This design comes from an exercise in tuning for small area and a short achievable clock period on the open sky130 flow, not from production work. No run shown here included a check of the RTL's function; only the layout flow was run. Power figures rest on the tool's default switching activity, not on a simulated workload.

**design/flow/run.sh**
```bash
#!/bin/bash
# synth_recipe.tcl (not shown) runs the flow's synth.tcl, then flattens the netlist and writes it again
# the make line also repeats each setting of config.mk as NAME=value (left out here)
make -C /OpenROAD-flow-scripts/flow DESIGN_CONFIG=/design/flow/config.mk WORK_HOME=/design/flow/orfs CLKGATE_MAP_FILE= SYNTH_SCRIPT=/design/flow/synth_recipe.tcl finish
```
**design/flow/config.mk**
```make
export PLATFORM = sky130hd
export DESIGN_NAME = lab4
export DESIGN_NICKNAME = lab4
export VERILOG_FILES = /design/flow/design.v
export SDC_FILE = /design/flow/constraint.sdc
export NUM_CORES = 4
export LEC_CHECK = 0
export CAP_MARGIN = 20
export CORE_MARGIN = 2
export CORE_UTILIZATION = 40
export SLEW_MARGIN = 20
export SYNTH_HIERARCHICAL = 1
export SYNTH_MINIMUM_KEEP_SIZE = 0
```
**design/flow/constraint.sdc**
```tcl
create_clock -name core_clock -period 13.0 [get_ports {clk}]
set_input_delay 2.6000 -clock core_clock [delete_from_list [all_inputs] [get_ports {clk}]]
set_output_delay 2.6000 -clock core_clock [all_outputs]
set_load 0.01 [all_outputs]
```
**design/flow/design.v**
```verilog
module lab4(Dout, Din, clk, reset);
output  [17:0]  Dout;
input   [7:0]   Din;
input           clk, reset;
reg [7:0] r0, r1, r2, r3, r4, r5, r6, r7, r8, r9, r10;
reg [16:0] s;
wire pas1, pac2;
ha upas1 (.a(r1[0]), .b(r7[0]), .s(pas1), .co(pac2));
wire pas3, pac4;
fa upas3 (.a(r1[1]), .b(r7[1]), .c(pac2), .s(pas3), .co(pac4));
wire pas5, pac6;
fa upas5 (.a(r1[2]), .b(r7[2]), .c(pac4), .s(pas5), .co(pac6));
wire pas7, pac8;
fa upas7 (.a(r1[3]), .b(r7[3]), .c(pac6), .s(pas7), .co(pac8));
wire pas9, pac10;
fa upas9 (.a(r1[4]), .b(r7[4]), .c(pac8), .s(pas9), .co(pac10));
wire pas11, pac12;
fa upas11 (.a(r1[5]), .b(r7[5]), .c(pac10), .s(pas11), .co(pac12));
wire pas13, pac14;
fa upas13 (.a(r1[6]), .b(r7[6]), .c(pac12), .s(pas13), .co(pac14));
wire pas15, pac16;
fa upas15 (.a(r1[7]), .b(r7[7]), .c(pac14), .s(pas15), .co(pac16));
wire n17 = ~pas1;
wire n18 = ~pas3;
wire n19 = ~pas5;
wire n20 = ~pas7;
wire n21 = ~pas9;
wire n22 = ~pas11;
wire n23 = ~pas13;
wire n24 = ~pas15;
wire n25 = ~pac16;
wire pbs26, pbc27;
ha upbs26 (.a(r2[0]), .b(r6[0]), .s(pbs26), .co(pbc27));
wire pbs28, pbc29;
fa upbs28 (.a(r2[1]), .b(r6[1]), .c(pbc27), .s(pbs28), .co(pbc29));
wire pbs30, pbc31;
fa upbs30 (.a(r2[2]), .b(r6[2]), .c(pbc29), .s(pbs30), .co(pbc31));
wire pbs32, pbc33;
fa upbs32 (.a(r2[3]), .b(r6[3]), .c(pbc31), .s(pbs32), .co(pbc33));
wire pbs34, pbc35;
fa upbs34 (.a(r2[4]), .b(r6[4]), .c(pbc33), .s(pbs34), .co(pbc35));
wire pbs36, pbc37;
fa upbs36 (.a(r2[5]), .b(r6[5]), .c(pbc35), .s(pbs36), .co(pbc37));
wire pbs38, pbc39;
fa upbs38 (.a(r2[6]), .b(r6[6]), .c(pbc37), .s(pbs38), .co(pbc39));
wire pbs40, pbc41;
fa upbs40 (.a(r2[7]), .b(r6[7]), .c(pbc39), .s(pbs40), .co(pbc41));
wire pcs42, pcc43;
ha upcs42 (.a(r3[0]), .b(r5[0]), .s(pcs42), .co(pcc43));
wire pcs44, pcc45;
fa upcs44 (.a(r3[1]), .b(r5[1]), .c(pcc43), .s(pcs44), .co(pcc45));
wire pcs46, pcc47;
fa upcs46 (.a(r3[2]), .b(r5[2]), .c(pcc45), .s(pcs46), .co(pcc47));
wire pcs48, pcc49;
fa upcs48 (.a(r3[3]), .b(r5[3]), .c(pcc47), .s(pcs48), .co(pcc49));
wire pcs50, pcc51;
fa upcs50 (.a(r3[4]), .b(r5[4]), .c(pcc49), .s(pcs50), .co(pcc51));
wire pcs52, pcc53;
fa upcs52 (.a(r3[5]), .b(r5[5]), .c(pcc51), .s(pcs52), .co(pcc53));
wire pcs54, pcc55;
fa upcs54 (.a(r3[6]), .b(r5[6]), .c(pcc53), .s(pcs54), .co(pcc55));
wire pcs56, pcc57;
fa upcs56 (.a(r3[7]), .b(r5[7]), .c(pcc55), .s(pcs56), .co(pcc57));
wire n58 = ~pcs42;
wire n59 = ~pcs44;
wire n60 = ~pcs46;
wire n61 = ~pcs48;
wire n62 = ~pcs50;
wire n63 = ~pcs52;
wire n64 = ~pcs54;
wire n65 = ~pcs56;
wire n66 = ~pcc57;
wire n67 = ~r10[0];
wire n68 = ~r10[1];
wire n69 = ~r10[2];
wire n70 = ~r10[3];
wire n71 = ~r10[4];
wire n72 = ~r10[5];
wire n73 = ~r10[6];
wire n74 = ~r10[7];
wire ts75, tc76;
fa uts75 (.a(r4[0]), .b(r9[0]), .c(n67), .s(ts75), .co(tc76));
wire ts77, tc78;
ha uts77 (.a(pcs42), .b(ts75), .s(ts77), .co(tc78));
wire ts79, tc80;
fa uts79 (.a(r4[1]), .b(r9[1]), .c(n68), .s(ts79), .co(tc80));
wire ts81, tc82;
fa uts81 (.a(n17), .b(tc76), .c(ts79), .s(ts81), .co(tc82));
wire ts83, tc84;
fa uts83 (.a(pcs44), .b(tc78), .c(ts81), .s(ts83), .co(tc84));
wire ts85, tc86;
fa uts85 (.a(r4[2]), .b(r9[2]), .c(n69), .s(ts85), .co(tc86));
wire ts87, tc88;
fa uts87 (.a(pbs26), .b(n58), .c(tc80), .s(ts87), .co(tc88));
wire ts89, tc90;
fa uts89 (.a(ts85), .b(n18), .c(tc82), .s(ts89), .co(tc90));
wire ts91, tc92;
fa uts91 (.a(ts87), .b(pcs46), .c(tc84), .s(ts91), .co(tc92));
wire ts93, tc94;
ha uts93 (.a(ts89), .b(ts91), .s(ts93), .co(tc94));
wire ts95 = ~(r4[0] ^ r4[3]);
wire tc96 = r4[0] | r4[3];
wire ts97, tc98;
fa uts97 (.a(r9[3]), .b(r10[0]), .c(n70), .s(ts97), .co(tc98));
wire ts99, tc100;
fa uts99 (.a(ts95), .b(tc86), .c(ts97), .s(ts99), .co(tc100));
wire ts101, tc102;
fa uts101 (.a(pbs28), .b(n59), .c(tc88), .s(ts101), .co(tc102));
wire ts103, tc104;
fa uts103 (.a(ts99), .b(n19), .c(tc90), .s(ts103), .co(tc104));
wire ts105, tc106;
fa uts105 (.a(ts101), .b(pcs48), .c(ts103), .s(ts105), .co(tc106));
wire ts107, tc108;
fa uts107 (.a(tc92), .b(tc94), .c(ts105), .s(ts107), .co(tc108));
wire ts109, tc110;
fa uts109 (.a(r4[1]), .b(r4[4]), .c(r9[0]), .s(ts109), .co(tc110));
wire ts111, tc112;
fa uts111 (.a(r9[4]), .b(r10[1]), .c(n71), .s(ts111), .co(tc112));
wire ts113, tc114;
fa uts113 (.a(tc96), .b(pas1), .c(pbs26), .s(ts113), .co(tc114));
wire ts115, tc116;
fa uts115 (.a(tc98), .b(ts109), .c(ts111), .s(ts115), .co(tc116));
wire ts117, tc118;
fa uts117 (.a(ts113), .b(tc100), .c(ts115), .s(ts117), .co(tc118));
wire ts119, tc120;
fa uts119 (.a(pbs30), .b(n60), .c(tc102), .s(ts119), .co(tc120));
wire ts121, tc122;
fa uts121 (.a(ts117), .b(n20), .c(ts119), .s(ts121), .co(tc122));
wire ts123, tc124;
fa uts123 (.a(tc104), .b(pcs50), .c(tc106), .s(ts123), .co(tc124));
wire ts125, tc126;
fa uts125 (.a(ts121), .b(Din[4]), .c(Din[0]), .s(ts125), .co(tc126));
wire ts127, tc128;
ha uts127 (.a(tc108), .b(ts123), .s(ts127), .co(tc128));
wire ts129, tc130;
fa uts129 (.a(r0[0]), .b(r8[0]), .c(r4[2]), .s(ts129), .co(tc130));
wire ts131, tc132;
fa uts131 (.a(r4[5]), .b(r9[1]), .c(r9[5]), .s(ts131), .co(tc132));
wire ts133, tc134;
fa uts133 (.a(r10[2]), .b(n72), .c(pas1), .s(ts133), .co(tc134));
wire ts135, tc136;
fa uts135 (.a(pbs26), .b(tc110), .c(tc112), .s(ts135), .co(tc136));
wire ts137, tc138;
fa uts137 (.a(ts129), .b(ts131), .c(pas3), .s(ts137), .co(tc138));
wire ts139, tc140;
fa uts139 (.a(pbs28), .b(tc114), .c(ts133), .s(ts139), .co(tc140));
wire ts141, tc142;
fa uts141 (.a(tc116), .b(ts135), .c(ts137), .s(ts141), .co(tc142));
wire ts143, tc144;
fa uts143 (.a(ts139), .b(tc118), .c(pbs32), .s(ts143), .co(tc144));
wire ts145, tc146;
fa uts145 (.a(n61), .b(ts141), .c(tc120), .s(ts145), .co(tc146));
wire ts147, tc148;
fa uts147 (.a(n21), .b(ts143), .c(tc122), .s(ts147), .co(tc148));
wire ts149, tc150;
fa uts149 (.a(ts145), .b(pcs52), .c(Din[5]), .s(ts149), .co(tc150));
wire ts151, tc152;
fa uts151 (.a(Din[1]), .b(tc124), .c(ts147), .s(ts151), .co(tc152));
wire ts153, tc154;
fa uts153 (.a(tc126), .b(ts149), .c(tc128), .s(ts153), .co(tc154));
wire ts155, tc156;
fa uts155 (.a(r0[1]), .b(r8[1]), .c(r4[0]), .s(ts155), .co(tc156));
wire ts157, tc158;
fa uts157 (.a(r4[3]), .b(r4[6]), .c(r9[2]), .s(ts157), .co(tc158));
wire ts159, tc160;
fa uts159 (.a(r9[6]), .b(r10[3]), .c(n73), .s(ts159), .co(tc160));
wire ts161, tc162;
fa uts161 (.a(pcs42), .b(tc130), .c(tc132), .s(ts161), .co(tc162));
wire ts163, tc164;
fa uts163 (.a(ts155), .b(ts157), .c(ts159), .s(ts163), .co(tc164));
wire ts165, tc166;
fa uts165 (.a(pas3), .b(pbs28), .c(tc134), .s(ts165), .co(tc166));
wire ts167, tc168;
fa uts167 (.a(tc136), .b(ts161), .c(ts163), .s(ts167), .co(tc168));
wire ts169, tc170;
fa uts169 (.a(tc138), .b(pas5), .c(pbs30), .s(ts169), .co(tc170));
wire ts171, tc172;
fa uts171 (.a(tc140), .b(ts165), .c(ts167), .s(ts171), .co(tc172));
wire ts173, tc174;
fa uts173 (.a(tc142), .b(ts169), .c(pbs34), .s(ts173), .co(tc174));
wire ts175, tc176;
fa uts175 (.a(tc144), .b(n62), .c(ts171), .s(ts175), .co(tc176));
wire ts177, tc178;
fa uts177 (.a(tc146), .b(Din[6]), .c(Din[2]), .s(ts177), .co(tc178));
wire ts179, tc180;
fa uts179 (.a(n22), .b(ts173), .c(ts175), .s(ts179), .co(tc180));
wire ts181, tc182;
fa uts181 (.a(tc148), .b(pcs54), .c(tc150), .s(ts181), .co(tc182));
wire ts183, tc184;
fa uts183 (.a(ts177), .b(ts179), .c(tc152), .s(ts183), .co(tc184));
wire ts185, tc186;
ha uts185 (.a(ts181), .b(tc154), .s(ts185), .co(tc186));
wire ts187, tc188;
fa uts187 (.a(r0[2]), .b(r8[2]), .c(r4[1]), .s(ts187), .co(tc188));
wire ts189, tc190;
fa uts189 (.a(r4[4]), .b(r4[7]), .c(r9[3]), .s(ts189), .co(tc190));
wire ts191, tc192;
fa uts191 (.a(r9[7]), .b(r10[4]), .c(n74), .s(ts191), .co(tc192));
wire ts193, tc194;
fa uts193 (.a(tc156), .b(tc158), .c(tc160), .s(ts193), .co(tc194));
wire ts195, tc196;
fa uts195 (.a(ts187), .b(ts189), .c(ts191), .s(ts195), .co(tc196));
wire ts197, tc198;
fa uts197 (.a(pcs44), .b(tc162), .c(tc164), .s(ts197), .co(tc198));
wire ts199, tc200;
fa uts199 (.a(ts193), .b(ts195), .c(tc166), .s(ts199), .co(tc200));
wire ts201, tc202;
fa uts201 (.a(pas5), .b(pbs30), .c(tc168), .s(ts201), .co(tc202));
wire ts203, tc204;
fa uts203 (.a(ts197), .b(pas7), .c(pbs32), .s(ts203), .co(tc204));
wire ts205, tc206;
fa uts205 (.a(tc170), .b(ts199), .c(tc172), .s(ts205), .co(tc206));
wire ts207, tc208;
fa uts207 (.a(ts201), .b(ts203), .c(tc174), .s(ts207), .co(tc208));
wire ts209, tc210;
fa uts209 (.a(pbs36), .b(Din[7]), .c(Din[3]), .s(ts209), .co(tc210));
wire ts211, tc212;
fa uts211 (.a(n63), .b(tc176), .c(ts205), .s(ts211), .co(tc212));
wire ts213, tc214;
fa uts213 (.a(tc178), .b(n23), .c(ts207), .s(ts213), .co(tc214));
wire ts215, tc216;
fa uts215 (.a(ts209), .b(tc180), .c(ts211), .s(ts215), .co(tc216));
wire ts217, tc218;
fa uts217 (.a(pcs56), .b(tc182), .c(ts213), .s(ts217), .co(tc218));
wire ts219, tc220;
fa uts219 (.a(ts215), .b(tc184), .c(tc186), .s(ts219), .co(tc220));
wire ts221, tc222;
fa uts221 (.a(r0[3]), .b(r8[3]), .c(r4[2]), .s(ts221), .co(tc222));
wire ts223, tc224;
fa uts223 (.a(r4[5]), .b(r9[4]), .c(r10[5]), .s(ts223), .co(tc224));
wire ts225, tc226;
fa uts225 (.a(tc188), .b(tc190), .c(tc192), .s(ts225), .co(tc226));
wire ts227, tc228;
fa uts227 (.a(ts221), .b(ts223), .c(tc194), .s(ts227), .co(tc228));
wire ts229, tc230;
fa uts229 (.a(tc196), .b(ts225), .c(pcs46), .s(ts229), .co(tc230));
wire ts231, tc232;
fa uts231 (.a(tc198), .b(ts227), .c(pas7), .s(ts231), .co(tc232));
wire ts233, tc234;
fa uts233 (.a(pbs32), .b(tc200), .c(ts229), .s(ts233), .co(tc234));
wire ts235, tc236;
fa uts235 (.a(tc202), .b(pas9), .c(pbs34), .s(ts235), .co(tc236));
wire ts237, tc238;
fa uts237 (.a(tc204), .b(ts231), .c(ts233), .s(ts237), .co(tc238));
wire ts239, tc240;
fa uts239 (.a(tc206), .b(Din[4]), .c(ts235), .s(ts239), .co(tc240));
wire ts241, tc242;
fa uts241 (.a(ts237), .b(tc208), .c(pbs38), .s(ts241), .co(tc242));
wire ts243, tc244;
fa uts243 (.a(tc210), .b(n64), .c(tc212), .s(ts243), .co(tc244));
wire ts245, tc246;
fa uts245 (.a(ts239), .b(pcc57), .c(n24), .s(ts245), .co(tc246));
wire ts247, tc248;
fa uts247 (.a(tc214), .b(ts241), .c(tc216), .s(ts247), .co(tc248));
wire ts249, tc250;
fa uts249 (.a(ts243), .b(ts245), .c(tc218), .s(ts249), .co(tc250));
wire ts251, tc252;
ha uts251 (.a(ts247), .b(tc220), .s(ts251), .co(tc252));
wire ts253 = ~(r0[4] ^ r8[4]);
wire tc254 = r0[4] | r8[4];
wire ts255, tc256;
fa uts255 (.a(r4[3]), .b(r4[6]), .c(r9[5]), .s(ts255), .co(tc256));
wire ts257, tc258;
fa uts257 (.a(r10[6]), .b(ts253), .c(tc222), .s(ts257), .co(tc258));
wire ts259, tc260;
fa uts259 (.a(tc224), .b(ts255), .c(tc226), .s(ts259), .co(tc260));
wire ts261, tc262;
fa uts261 (.a(ts257), .b(tc228), .c(ts259), .s(ts261), .co(tc262));
wire ts263, tc264;
fa uts263 (.a(pcs48), .b(tc230), .c(ts261), .s(ts263), .co(tc264));
wire ts265, tc266;
fa uts265 (.a(pas9), .b(pbs34), .c(tc232), .s(ts265), .co(tc266));
wire ts267, tc268;
fa uts267 (.a(tc234), .b(tc236), .c(ts263), .s(ts267), .co(tc268));
wire ts269, tc270;
fa uts269 (.a(pas11), .b(pbs36), .c(Din[5]), .s(ts269), .co(tc270));
wire ts271, tc272;
fa uts271 (.a(ts265), .b(tc238), .c(tc240), .s(ts271), .co(tc272));
wire ts273, tc274;
fa uts273 (.a(ts267), .b(ts269), .c(n25), .s(ts273), .co(tc274));
wire ts275, tc276;
fa uts275 (.a(pbs40), .b(tc242), .c(n65), .s(ts275), .co(tc276));
wire ts277, tc278;
fa uts277 (.a(tc244), .b(ts271), .c(tc246), .s(ts277), .co(tc278));
wire ts279, tc280;
fa uts279 (.a(ts273), .b(ts275), .c(tc248), .s(ts279), .co(tc280));
wire ts281, tc282;
fa uts281 (.a(ts277), .b(tc250), .c(tc252), .s(ts281), .co(tc282));
wire ts283, tc284;
fa uts283 (.a(r0[5]), .b(r8[5]), .c(r4[4]), .s(ts283), .co(tc284));
wire ts285, tc286;
fa uts285 (.a(r4[7]), .b(r9[6]), .c(r10[7]), .s(ts285), .co(tc286));
wire ts287, tc288;
fa uts287 (.a(tc254), .b(tc256), .c(ts283), .s(ts287), .co(tc288));
wire ts289, tc290;
fa uts289 (.a(ts285), .b(tc258), .c(ts287), .s(ts289), .co(tc290));
wire ts291, tc292;
fa uts291 (.a(tc260), .b(ts289), .c(tc262), .s(ts291), .co(tc292));
wire ts293, tc294;
fa uts293 (.a(pcs50), .b(tc264), .c(ts291), .s(ts293), .co(tc294));
wire ts295, tc296;
fa uts295 (.a(tc266), .b(pas11), .c(pbs36), .s(ts295), .co(tc296));
wire ts297, tc298;
fa uts297 (.a(Din[6]), .b(tc268), .c(pas13), .s(ts297), .co(tc298));
wire ts299, tc300;
fa uts299 (.a(pbs38), .b(tc270), .c(ts293), .s(ts299), .co(tc300));
wire ts301, tc302;
fa uts301 (.a(ts295), .b(pbc41), .c(n66), .s(ts301), .co(tc302));
wire ts303, tc304;
fa uts303 (.a(tc272), .b(ts297), .c(ts299), .s(ts303), .co(tc304));
wire ts305, tc306;
fa uts305 (.a(tc274), .b(tc276), .c(ts301), .s(ts305), .co(tc306));
wire ts307, tc308;
fa uts307 (.a(ts303), .b(tc278), .c(ts305), .s(ts307), .co(tc308));
wire ts309, tc310;
ha uts309 (.a(tc280), .b(ts307), .s(ts309), .co(tc310));
wire ts311, tc312;
fa uts311 (.a(r0[6]), .b(r8[6]), .c(r4[5]), .s(ts311), .co(tc312));
wire ts313, tc314;
fa uts313 (.a(r9[7]), .b(tc284), .c(tc286), .s(ts313), .co(tc314));
wire ts315, tc316;
fa uts315 (.a(ts311), .b(tc288), .c(ts313), .s(ts315), .co(tc316));
wire ts317, tc318;
fa uts317 (.a(tc290), .b(ts315), .c(tc292), .s(ts317), .co(tc318));
wire ts319, tc320;
fa uts319 (.a(pcs52), .b(Din[7]), .c(tc294), .s(ts319), .co(tc320));
wire ts321, tc322;
fa uts321 (.a(ts317), .b(pas13), .c(pbs38), .s(ts321), .co(tc322));
wire ts323, tc324;
fa uts323 (.a(tc296), .b(pas15), .c(pbs40), .s(ts323), .co(tc324));
wire ts325, tc326;
fa uts325 (.a(tc298), .b(tc300), .c(ts319), .s(ts325), .co(tc326));
wire ts327, tc328;
fa uts327 (.a(ts321), .b(tc302), .c(ts323), .s(ts327), .co(tc328));
wire ts329, tc330;
fa uts329 (.a(ts325), .b(tc304), .c(tc306), .s(ts329), .co(tc330));
wire ts331, tc332;
fa uts331 (.a(ts327), .b(tc308), .c(ts329), .s(ts331), .co(tc332));
wire ts333 = ~(r0[7] ^ r8[7]);
wire tc334 = r0[7] | r8[7];
wire ts335, tc336;
fa uts335 (.a(r4[6]), .b(ts333), .c(tc312), .s(ts335), .co(tc336));
wire ts337, tc338;
fa uts337 (.a(tc314), .b(ts335), .c(tc316), .s(ts337), .co(tc338));
wire ts339, tc340;
fa uts339 (.a(ts337), .b(tc318), .c(pcs54), .s(ts339), .co(tc340));
wire ts341, tc342;
fa uts341 (.a(pac16), .b(pbc41), .c(tc320), .s(ts341), .co(tc342));
wire ts343, tc344;
fa uts343 (.a(pas15), .b(pbs40), .c(tc322), .s(ts343), .co(tc344));
wire ts345, tc346;
fa uts345 (.a(ts339), .b(ts341), .c(tc324), .s(ts345), .co(tc346));
wire ts347, tc348;
fa uts347 (.a(tc326), .b(ts343), .c(tc328), .s(ts347), .co(tc348));
wire ts349, tc350;
fa uts349 (.a(ts345), .b(tc330), .c(ts347), .s(ts349), .co(tc350));
wire ts351 = ~(r4[7] ^ tc334);
wire tc352 = r4[7] | tc334;
wire ts353, tc354;
fa uts353 (.a(ts351), .b(tc336), .c(tc338), .s(ts353), .co(tc354));
wire ts355, tc356;
fa uts355 (.a(ts353), .b(pac16), .c(pbc41), .s(ts355), .co(tc356));
wire ts357, tc358;
fa uts357 (.a(pcs56), .b(tc340), .c(tc342), .s(ts357), .co(tc358));
wire ts359, tc360;
fa uts359 (.a(ts355), .b(tc344), .c(tc346), .s(ts359), .co(tc360));
wire ts361, tc362;
fa uts361 (.a(ts357), .b(tc348), .c(ts359), .s(ts361), .co(tc362));
wire ts363 = ~(tc352 ^ tc354);
wire tc364 = tc352 | tc354;
wire ts365, tc366;
fa uts365 (.a(ts363), .b(pcc57), .c(tc356), .s(ts365), .co(tc366));
wire ts367, tc368;
fa uts367 (.a(tc358), .b(ts365), .c(tc360), .s(ts367), .co(tc368));
wire ts369 = ~(tc364 ^ tc366);
wire tc370 = tc364 | tc366;
wire n371 = ~tc370;
wire [16:0] s_next = {n371, tc368, tc362, tc350, tc332, tc310, tc282, ts279, ts249, ts217, ts183, ts151, ts125, Din[3], Din[2], Din[1], Din[0]} + {1'b0, ts369, ts367, ts361, ts349, ts331, ts309, ts281, ts251, ts219, ts185, ts153, ts127, ts107, ts93, ts83, ts77};
always @(posedge clk) begin
    if (!reset) begin
        r0 <= 0; r1 <= 0; r2 <= 0; r3 <= 0; r4 <= 0; r5 <= 0;
        r6 <= 0; r7 <= 0; r8 <= 0; r9 <= 0; r10 <= 0;
        s  <= 17'd130817;
    end else begin
        r0 <= Din; r1 <= r0; r2 <= r1; r3 <= r2; r4 <= r3; r5 <= r4;
        r6 <= r5; r7 <= r6; r8 <= r7; r9 <= r8; r10 <= r9;
        s  <= s_next;
    end
end
wire n372 = ~Din[0];
wire n373 = ~Din[1];
wire n374 = ~Din[2];
wire n375 = ~Din[3];
wire n376 = ~Din[4];
wire n377 = ~Din[5];
wire n378 = ~Din[6];
wire n379 = ~Din[7];
wire os380, oc381;
ha uos380 (.a(s[3]), .b(Din[0]), .s(os380), .co(oc381));
wire os382, oc383;
fa uos382 (.a(s[4]), .b(Din[1]), .c(n376), .s(os382), .co(oc383));
wire os384, oc385;
fa uos384 (.a(s[5]), .b(Din[2]), .c(n377), .s(os384), .co(oc385));
wire os386, oc387;
fa uos386 (.a(s[6]), .b(Din[3]), .c(n378), .s(os386), .co(oc387));
wire os388, oc389;
fa uos388 (.a(s[7]), .b(Din[4]), .c(n379), .s(os388), .co(oc389));
wire os390, oc391;
ha uos390 (.a(s[8]), .b(Din[5]), .s(os390), .co(oc391));
wire os392, oc393;
ha uos392 (.a(s[9]), .b(Din[6]), .s(os392), .co(oc393));
wire os394, oc395;
ha uos394 (.a(s[10]), .b(Din[7]), .s(os394), .co(oc395));
wire [11:0] lo = {oc395, oc393, oc391, oc389, oc387, oc385, oc383, oc381, n375, s[2], s[1], s[0]} + {1'b0, os394, os392, os390, os388, os386, os384, os382, os380, n374, n373, n372};
wire [5:0] hi0 = s[16:11];
wire [5:0] hi1 = s[16:11] + 6'd1;
assign Dout = {1'b0, lo[11] ? hi1 : hi0, lo[10:0]};
endmodule
module fa(a, b, c, s, co);
input a, b, c;
output s, co;
assign s = a ^ b ^ c;
assign co = (a & b) | (c & (a ^ b));
endmodule
module ha(a, b, s, co);
input a, b;
output s, co;
assign s = a ^ b;
assign co = a & b;
endmodule
```
==> impl_metrics.py, run 1 <==
metrics = {
    "worst_setup_path": {
        "path_cells": "clkdlybuf4s50_1 -> inv_1 -> fa_1 -> ha_1 -> a2111oi_4 -> o21ai_2 -> a311o_1 -> and2_4 -> mux2_4 -> clkdlybuf4s50_1",
        "r2r_slack_ns": 5.73,
        "critPathLaunchType": "primary input",
        "required_ns": 10.40,
        "r2r_end": "s[15]",
        "critPathLaunch": "Din[6]",
        "cp-endpoint": "Dout[12]",
        "crit_path_max_incr_delay_ns": 0.75,
        "critPathMaxFanout": 5,
        "critical_path_class": "in -> out",
        "path_common_cell": "clkdlybuf4s50_1",
        "worst_path_max_delay_cell": "clkdlybuf4s50_1",
        "r2r_cells": 19,
        "arrival_ns": 6.20,
        "r2r_start": "r3[0]",
        "cp-end-kind": "primary output",
    },
    "place": {
        "hpwlAfterDp_mm": 13.3,
        "io_buffer_count": 26,
        "place.gp.congestion": 0.895,
        "dp.cells": 926,
    },
    "timing": {
        "post-route-min-period_ns": 8.80,
        "rsz0062_at_grt": "no",
        "tns_ns": 0,
        "finalCritPeriodShare_pct": 67.7,
        "final_hold_viol_count": 0,
        "skew_ns": 0.00953,
        "tightest_slew_ns": 0.892,
        "relSlewSlack_pct": 40.6,
        "fmax_mhz": 114,
        "setup_viol": 0,
        "slew_viol_final": 0,
    },
    "floorplanning": {
        "die_x_um": 145,
        "die-area_um2": 21000,
        "ios": 28,
        "dieHeight_um": 145,
        "initial_core_util_pct": 40.8,
        "rows": 51,
        "coreArea_um2": 19500,
    },
    "clock_tree": {
        "cts_hold_buf": 0,
        "postCtsSetupRepairBufs": 0,
        "cts_tree": "done",
        "cts_max_level": 3,
        "cts.sinks": 105,
        "clock_latency_ns": 0.36,
        "numCtsBuffers": 9,
        "clk_pin_slew_ns": 0.07,
        "root_buffer": "clkbuf_16",
        "cts_resized": 0,
        "clockBufferDepth": 2,
    },
    "hold_path": {
        "min-delay-start": "r8[4]",
        "hp-class": "reg -> reg",
        "whs_path_depth": 1,
    },
    "routing": {
        "drc": 0,
        "vias_per_cell": 4.84,
        "wl_per_cell_um": 16.7,
        "drt_iter0_drc": 155,
        "drtPass1Iterations": 4,
        "vias": 4561,
        "finalWirelength_mm": 15.7,
        "ant_nets": 0,
    },
    "logic_synthesis": {
        "synth-compound-area-share_pct": 6.42,
        "synth_common_cells": "163 x fa_1, 105 x dfxtp_1, 96 x and2_1, 58 x inv_1, 47 x ha_1",
        "dominantRegCellSynth": "dfxtp_1",
        "syn_nets": 869,
        "yosys.area.top_type": "fa_1",
        "synth_seq_cells": 105,
        "synth_fa_ha_area_share_pct": 48.5,
        "synthCells": 649,
        "synth_top_family_by_area": "adder cells",
        "synth-seq-area-share_pct": 26.5,
        "yosys_warnings": 7,
        "yosys.area.top_type_share_pct": 41.1,
        "synth-simple-area-share_pct": 11.8,
        "muxShareOfSynthArea_pct": 1.13,
        "synthArstFlopShare_pct": 0,
        "ys_types": 51,
        "synth_edf_count": 0,
        "avgSynthCellArea_um2": 12.2,
        "synthTopCellsByArea": "fa_1 41%, dfxtp_1 26%, and2_1 7.6%",
        "yosysMostFrequentCell": "fa_1",
        "syn_area_um2": 7950,
        "yosys.area_share.xor_xnor_pct": 2.20,
    },
    "global_routing": {
        "antenna_found_initial": 0,
        "grt_pass1_vias": 5107,
        "grt_pass1_wl_mm": 26.4,
        "grt_usage_pct": 16.3,
        "grt.overflow.total": 0,
        "grt_max_degree": 114,
    },
    "final_layout": {
        "multiInputGateArea_um2": 5570,
        "final_cells": 942,
        "seq_area_um2": 2100,
        "area_growth_pct": 10.6,
        "fin_util_pct": 45.2,
        "fin_nets": 892,
        "drive_above_1_share_pct": 4.43,
        "antenna-diode-count": 0,
        "fill_cells": 1783,
    },
    "power_and_ir_drop": {
        "internal_power_uw": 1030,
        "combPwrFrac_pct": 63.3,
        "switchingPower_uw": 741,
        "clkPwrFrac_pct": 16.1,
        "powerDensity_nw_per_um2": 202,
        "leakage_uw": 0.00387,
        "swShare_pct": 41.8,
        "ir_worst_vdd_uv": 125,
        "p_seq_share_pct": 20.5,
    },
    "run_status": {
        "outcome": "complete, no violations",
    },
    "job": {
        "drv_cap": 0,
    },
}
==> cell usage in the layout (no fill, tap or decap), types with 3 or more instances in the layout <==
cell             count
a211oi_1             3
clkbuf_16            9
fa_1               163
o21bai_1             3
nor3_1               4
a21o_1               9
nand2_1             17
and3_1               4
nand3_1              9
and2_1              96
o21a_1               4
nand2b_1             8
ha_1                47
mux2_2               3
dfxtp_1            105
mux2i_1              3
inv_6                3
nor2_1              10
o211ai_1             4
xor2_1               7
a21oi_1             20
a31oi_1              4
clkdlybuf4s50_1     25
inv_1               58
xnor2_1             13
o21ai_0              8
==> registers in the layout (all words and copies together) (netlist names) <==
register	cells
r0	8
r1	8
r10	8
r2	8
r3	8
r4	8
r5	8
r6	8
r7	8
r8	8
r9	8
s	17
==> layout make-up <==
cell class | count | share of cell area, %
inverter | 58 | 2.48
clock buffer | 9 | 2.56
sequential | 105 | 23.9
multi-input combinational | 471 | 63.3
clock inverter | 7 | 0.954
tap | 265 | 3.77
timing repair buffer | 27 | 2.99
==> through the flow <==
stage,power [uW],hold slack (ns),instance area (um2),setup slack (ns)
after floorplan,1200,0.430,7950,5.70
after global placement,1480,0.444,8480,4.28
after detailed placement,1500,0.439,8480,4.15
after CTS,1790,0.450,8790,4.17
after global routing,1930,0.496,8790,4.08
final,1770,0.449,8790,4.20
==> per-layer routing <==
metal	vias to the layer above	global-route usage (%)	routed length (um)
met5	-	0	0
li1	2130	-	-
met3	11	3.36	617
met4	0	3.51	159
met2	67	27.3	7940
met1	2353	22.0	6990
==> power groups by stage <==
stage | sequential, uW | clock, uW | combinational [uW]
final | 364 | 286 | 1120
after global routing | 368 | 308 | 1260
after CTS | 365 | 295 | 1140
after detailed placement | 372 | 0 | 1130
after global placement | 371 | 0 | 1110
after floorplan | 368 | 0 | 832
==> per-module statistics from Yosys (local to each module, per instance) <==
module | area (um2) | flip-flops and latches
fa | 20.0 | 0
lab4 | 4560 | 105
ha | 12.5 | 0
==> critical path: cells and delay by family <==
kind,cells,cell delay (ns)
buffers and inverters,3,1.35
AO/OA/AOI/OAI,3,0.89
adder cells (fa/ha/maj),2,0.84
AND/OR/NAND/NOR,1,0.21
multiplexers,1,0.29
==> worst min-delay path by stage <==
stage / end / slack, ns
after floorplan: r1[4] / 0.43
after global placement: r9[4] / 0.44
after detailed placement: r9[4] / 0.44
after CTS: r9[4] / 0.45
after global routing: r9[4] / 0.50
final: r9[4] / 0.45
==> logic make-up (layout without fill, tap and decap cells) <==
kind of cell,after synthesis,count (layout)
buffers and inverters,73,101
DFF,105,105
adders and majority gates,210,210
other,1,1
and+or+nand+nor,161,161
muxes,8,8
xor gates and xnor gates,20,20
AOI/OAI and AO/OA,71,71
==> run 2: changes to the inputs <==
--- a/design/flow/config.mk
+++ b/design/flow/config.mk
@@ -10,2 +10,3 @@
 export CORE_UTILIZATION = 40
+export SETUP_SLACK_MARGIN = 5
 export SLEW_MARGIN = 20
==> impl_metrics.py, run 2 <==
metrics = {
    "timing": {
        "rsz0062_at_grt": "no",
        "finalCritPeriodShare_pct": 60.9,
        "tns_ns": 0,
        "relSlewSlack_pct": 40.3,
        "whs_ns": 0.449,
        "skew_ns": 0.0101,
        "tightest_slew_ns": 0.895,
        "slew_viol_final": 0,
        "fmax_mhz": 126,
        "final_hold_viol_count": 0,
        "post-route-min-period_ns": 7.92,
        "setup_viol": 0,
    },
    "routing": {
        "drc": 0,
        "vias_per_cell": 4.87,
        "finalWirelength_mm": 15.8,
        "drtPass1Iterations": 4,
        "drt_iter0_drc": 155,
        "vias": 4604,
        "ant_nets": 0,
        "wl_per_cell_um": 16.7,
    },
    "clock_tree": {
        "cts_max_level": 3,
        "numCtsBuffers": 9,
        "clock_latency_ns": 0.36,
        "cts.sinks": 105,
        "clk_pin_slew_ns": 0.07,
        "root_buffer": "clkbuf_16",
        "cts_hold_buf": 0,
        "cts_tree": "done",
        "clockBufferDepth": 2,
    },
    "final_layout": {
        "fin_nets": 895,
        "final_common_cell": "fa_1",
        "fin_util_pct": 45.3,
        "area_growth_pct": 11.1,
        "drive_above_1_share_pct": 6.76,
        "antenna-diode-count": 0,
        "largest_reg_flops": 17,
        "layout_common_cells": "162 x fa_1, 105 x dfxtp_1, 96 x and2_1",
        "fill_cells": 1780,
        "largest_register": "s",
    },
    "power_and_ir_drop": {
        "powerDensity_nw_per_um2": 203,
        "leakage_uw": 0.00389,
        "ir_worst_vdd_uv": 130,
        "fin_total_pwr_uw": 1790,
    },
    "logic_synthesis": {
        "syn_area_um2": 7950,
        "synth_seq_cells": 105,
        "dominantRegCellSynth": "dfxtp_1",
        "synth_common_cells": "163 x fa_1, 105 x dfxtp_1, 96 x and2_1, 58 x inv_1, 47 x ha_1",
        "synth-compound-area-share_pct": 6.42,
        "yosys.area.top_type": "fa_1",
        "yosysMostFrequentCell": "fa_1",
        "avgSynthCellArea_um2": 12.2,
        "synth-seq-area-share_pct": 26.5,
        "synth_top_family_by_area": "adder cells",
        "yosys_warnings": 7,
        "yosys.area_share.xor_xnor_pct": 2.20,
        "synthTopCellsByArea": "fa_1 41%, dfxtp_1 26%, and2_1 7.6%",
        "synth-simple-area-share_pct": 11.8,
        "syn_nets": 869,
        "synthCells": 649,
        "synthArstFlopShare_pct": 0,
        "ys_types": 51,
        "synth_fa_ha_area_share_pct": 48.5,
        "muxShareOfSynthArea_pct": 1.13,
        "synth_edf_count": 0,
        "yosys.area.top_type_share_pct": 41.1,
    },
    "worst_setup_path": {
        "critPathLaunchType": "primary input",
        "arrival_ns": 5.32,
        "r2r_start": "r3[0]",
        "required_ns": 10.40,
        "r2r_slack_ns": 5.75,
        "cp-end-kind": "primary output",
        "r2r_cells": 19,
        "critPathLaunch": "Din[2]",
        "critPathMaxFanout": 5,
        "r2r_end": "s[15]",
        "critical_path_class": "in -> out",
        "cp-endpoint": "Dout[12]",
    },
    "hold_path": {
        "hp-class": "reg -> reg",
    },
    "global_routing": {
        "grt.overflow.total": 0,
        "grt_pass1_vias": 5133,
        "grt_pass1_wl_mm": 26.5,
        "grt_usage_pct": 16.3,
        "antenna_found_initial": 0,
        "grt_max_degree": 114,
    },
    "floorplanning": {
        "initial_core_util_pct": 40.8,
        "die_x_um": 145,
        "ios": 28,
        "coreArea_um2": 19500,
        "rows": 51,
        "die-area_um2": 21000,
        "dieHeight_um": 145,
    },
    "job": {
        "drv_cap": 0,
    },
    "place": {
        "hpwlAfterDp_mm": 13.3,
        "place.gp.congestion": 0.895,
        "io_buffer_count": 26,
    },
    "run_status": {
        "outcome": "complete, no violations",
    },
}
[run 2: cell counts after synthesis]
No cell type changed its count.
[run 2: per-stage QoR]
stage,setup WS (ns),std cells,area (um2)
after global placement,4.28,926,8480
after global routing,5.00,945,8820
after CTS,4.87,944,8800
after floorplan,5.70,649,7950
after detailed placement,4.15,926,8480
final,5.08,945,8820
[run 2: per-module statistics from Yosys (local to each module, per instance)]
module  flip-flops and latches  cell area [um2]
fa                           0             20.0
ha                           0             12.5
lab4                       105             4560
[run 2: critical path: stages]
cell and delay, ns:
clkdlybuf4s15_2 0.28, fa_2 0.47, ha_1 0.27, a2111oi_4 0.32
o21ai_2 0.13, a311o_1 0.34, buf_4 0.16, and2_4 0.16
mux2_4 0.29, dlygate4sd2_1 0.29
[run 2: area by class of cell]
type / instances / area [um2] / share of cell area [%]
clock inverters: 7 / 83.8 / 0.950
well taps: 265 / 332 / 3.76
repair buffers: 30 / 259 / 2.93
inverters: 58 / 218 / 2.47
multi-input cells: 471 / 5610 / 63.5
flip-flops and latches: 105 / 2100 / 23.8
clock buffers: 9 / 225 / 2.55
[run 2: logic make-up after synthesis]
family / Yosys count
compound gates: 71
xor+xnor: 20
fa+ha+maj: 210
buf+inv: 73
flops: 105
mux: 8
other cells: 1
simple gates: 161
[run 2: how the worst min path moves through the flow]
stage	startpoint	endpoint	slack (ns)	depth (start not counted)
floorplan	r0[4]	r1[4]	0.43	1
global placement	r8[4]	r9[4]	0.44	1
detailed placement	r8[4]	r9[4]	0.44	1
CTS	r8[4]	r9[4]	0.45	1
global route	r8[4]	r9[4]	0.50	1
finish	r8[4]	r9[4]	0.45	1
[run 2: power breakdown]
part           internal, uW  switching [uW]  total, uW  leakage, uW
clock network           154             132        286     0.000155
logic                   532             604       1140      0.00288
registers               350            14.8        364     0.000855
total                  1040             751       1790      0.00389
[run 2: routing by layer]
metal	part of all wire, %	global-route usage [%]
met4	1.0	3.76
met2	51	27.2
met5	0	0
met3	3.7	3.36
met1	45	22.0
[run 2: what timing repair did]
| action | in CTS | in global routing |
|---|---|---|
| endpoints found under the setup margin | 12 | 4 |
| buffers inserted | 2 | 1 |
| resized for setup | 37 | 11 |
| pin swaps | 1 | 2 |

separate check: timing with driven ports:
How much do the figures lean on ideal ports? The routed layouts below were timed once more, with nothing changed but the port constraints. Step 1: set_driving_cell puts a clkbuf_16 on clk and a buf_2 on each other input, an assumption about the parent block. Step 2 adds t to the input delays and takes it off the output delays; t is the mean of the earliest and latest rising clock arrival at the registers after step 1. Input paths then give back, and output paths get back, about the clock's delay inside the block. Three values: no drivers, after step 1, after step 2; two values: the first two.
run | t (ns) | setup WS [ns] | latest minus earliest clock arrival (ns) | worst slew at a driven data input, ns | cell pins on the clock port's net
run 1 | 0.397 | 4.197 / 4.171 / 4.171 | 0.010 / 0.010 | 0.03 | 1
run 2 | 0.397 | 5.077 / 5.050 / 5.050 | 0.010 / 0.010 | 0.04 | 1
After both steps every run listed still meets setup and hold. For run 2, which loses most, drivers alone change the setup slack by -0.027 ns; drivers and shift together by -0.027 ns.
